This design comes from an exercise in tuning for small area on the open sky130 flow, not from production work. In this exercise RTL edits were held to simulation tests only and were not proved equivalent to the original. No activity file was given, so power comes from the tool's default toggle rates.

Design sah, start of the top module:
module sah(
  input  CLK, BTN_R, BTN_RST, BTN_L, BTN_SR, ROT_BT, reset, SW3,
  output VGA_H, VGA_V, VGA_R, VGA_G, VGA_B
);
For scale: ~1400 cells after synthesis, ~380 flip-flops.
export LEC_CHECK = 0
export ABC_AREA = 1
export CAP_MARGIN = 0
export CORE_MARGIN = 2
export CORE_UTILIZATION = 40
export CTS_BUF_LIST = sky130_fd_sc_hd__clkbuf_8
export CTS_CLUSTER_DIAMETER = 60
export CTS_CLUSTER_SIZE = 20
export SLEW_MARGIN = 0
create_clock -name core_clock -period 10.0 [get_ports {CLK}]
standard.sh (not shown) runs the stock make flow with config.mk's settings and CLKGATE_MAP_FILE= SYNTH_SCRIPT=/design/flow/synth_recipe.tcl, a recipe that flattens the netlist after the stock synthesis.
==> flow/flow/run.sh <==
#!/bin/bash
# The standard layout (standard.sh) with three changes:
#  1. the synthesis maps the logic with a stronger ABC area script (flow/abc_area.script:
#     deepsyn, then repeated dch / amap, no buffering or upsizing);
#  2. adders are left to ABC instead of being mapped to half / full adder cells first
#     (ADDER_MAP_FILE empty). Neither change touches the registers: ABC runs without
#     -dff, as in the standard synthesis, so the registers are the standard synthesis's;
#  3. clock tree synthesis without dummy load cells, with clkbuf_8 buffers.
# Each tool's output is in standard.log and orfs/logs/.
set -euo pipefail
here=$(pwd)
rm -rf "$here/scripts_mod"
cp -r "$FLOW_HOME/scripts" "$here/scripts_mod"
cp "$here/flow/abc_area.script" "$here/scripts_mod/abc_area.script"
export SCRIPTS_DIR="$here/scripts_mod"
export ADDER_MAP_FILE=
export CTS_ARGS="-sink_clustering_enable -repair_clock_nets -dont_use_dummy_load -buf_list sky130_fd_sc_hd__clkbuf_8 -sink_clustering_size 20 -sink_clustering_max_diameter 60"
bash standard.sh > standard.log 2>&1
==> flow/flow/abc_area.script <==
strash
&get -n
&deepsyn -T 300
&put
dch -f
amap
strash
dc2
dch -f
amap
strash
dc2
dch -f
amap
topo
dnsize -c
The first run passed the timing, DRC and antenna checks.
Next try:
==> flow/flow/run.sh (replaced) <==
#!/bin/bash
# The standard layout (standard.sh) with two changes:
#  1. the synthesis maps the logic with a stronger ABC area script (flow/abc_area.script:
#     deepsyn, then repeated dch / map -a). ABC runs without -dff, as in the standard
#     synthesis, so the registers are those of the standard synthesis.
#  2. clock tree synthesis without dummy load cells, with clkbuf_8 buffers.
# Each tool's output is in standard.log and orfs/logs/.
set -euo pipefail
here=$(pwd)
rm -rf "$here/scripts_mod"
cp -r "$FLOW_HOME/scripts" "$here/scripts_mod"
cp "$here/flow/abc_area.script" "$here/scripts_mod/abc_area.script"
export SCRIPTS_DIR="$here/scripts_mod"
export CTS_ARGS="-sink_clustering_enable -repair_clock_nets -dont_use_dummy_load -buf_list sky130_fd_sc_hd__clkbuf_8 -sink_clustering_size 20 -sink_clustering_max_diameter 60"
bash standard.sh > standard.log 2>&1
==> flow/flow/abc_area.script (replaced) <==
strash
&get -n
&deepsyn -T 240
&put
dch -f
map -a
strash
dc2
dch -f
map -a
strash
dc2
dch -f
map -a
topo
stime -c
buffer -c
upsize -c
dnsize -c
=> Routed wire length came out higher by roughly a tenth; clock power came out higher by roughly a tenth; cell area goes up by roughly a tenth; die area rises by roughly a tenth; count of clock-buffer cells in the layout increases by 6; power grows by roughly a tenth.
Next try:
--- a/flow/flow/run.sh
+++ b/flow/flow/run.sh
@@ -4 +4,2 @@
-#     deepsyn, then repeated dch / map -a). ABC runs without -dff, as in the standard
+#     deepsyn, then repeated dch / amap, no buffering or upsizing). ABC runs without
+#     -dff, as in the standard
==> flow/flow/abc_area.script (replaced) <==
strash
&get -n
&deepsyn -T 300
&put
dch -f
amap
strash
dc2
dch -f
amap
strash
dc2
dch -f
amap
topo
dnsize -c
Outcome:
- core utilization increases by 0.12 points
- cell count is lower by about 5.6%
- total power drops by 3.6%
- worst setup slack gets worse by 2300 ps
- via count went down by 1.6%
- routed wire length falls by 3.6%
- synthesized cell count went down by 8.6%
- flip-flop and latch count does not change
- area after synthesis decreases by 4.2%
- clock power decreases by 5.1%
Next try:
--- a/flow/flow/run.sh
+++ b/flow/flow/run.sh
@@ -4 +4 @@
-#     deepsyn, then repeated dch / amap, no buffering or upsizing). ABC runs without
+#     deepsyn, then repeated dch / map -a, no buffering or upsizing). ABC runs without
==> flow/flow/abc_area.script (replaced) <==
strash
&get -n
&deepsyn -T 300
&put
dch -f
map -a
strash
dc2
dch -f
map -a
strash
dc2
dch -f
map -a
topo
dnsize -c
What happened: Power rises by 1.7%. Synthesized area climbs by 1.9%. Routed wire length came out higher by 2.4%. Utilization shrinks by 0.33 points. Setup slack improves by 500 ps. Cell area rose by 1.7%.

-- separate check: timing with driven ports --
How much do the figures lean on ideal ports? The routed layouts below were timed once more, with nothing changed but the port constraints. Step 1: set_driving_cell puts a clkbuf_16 on CLK and a buf_2 on each other input, an assumption about the parent block. Step 2 adds t to the input delays and takes it off the output delays; t is the mean of the earliest and latest rising clock arrival at the registers after step 1. Input paths then give back, and output paths get back, about the clock's delay inside the block. Three values: ideal ports, drivers, drivers and shift; two values: the first two.
run | t (ns) | setup slack, ns | hold slack, ns | latest minus earliest clock arrival (ns) | worst data-port slew with drivers (ns)
the first run | 0.619 | 1.101 / 1.122 / 0.503 | 0.297 / 0.297 / 0.297 | 0.042 / 0.043 | 0.04
the second run | 0.579 | 3.637 / 3.660 / 3.081 | 0.275 / 0.275 / 0.275 | 0.082 / 0.081 | 0.04
the third run | 0.643 | 1.380 / 1.400 / 0.757 | 0.292 / 0.292 / 0.292 | 0.113 / 0.113 | 0.04
the fourth run | 0.645 | 1.882 / 1.898 / 1.253 | 0.266 / 0.266 / 0.266 | 0.143 / 0.144 | 0.03
After both steps setup and hold are still met in every run listed. The setup slack of the fourth run, which loses most, moves by +0.016 ns with the drivers and by -0.629 ns with both steps.
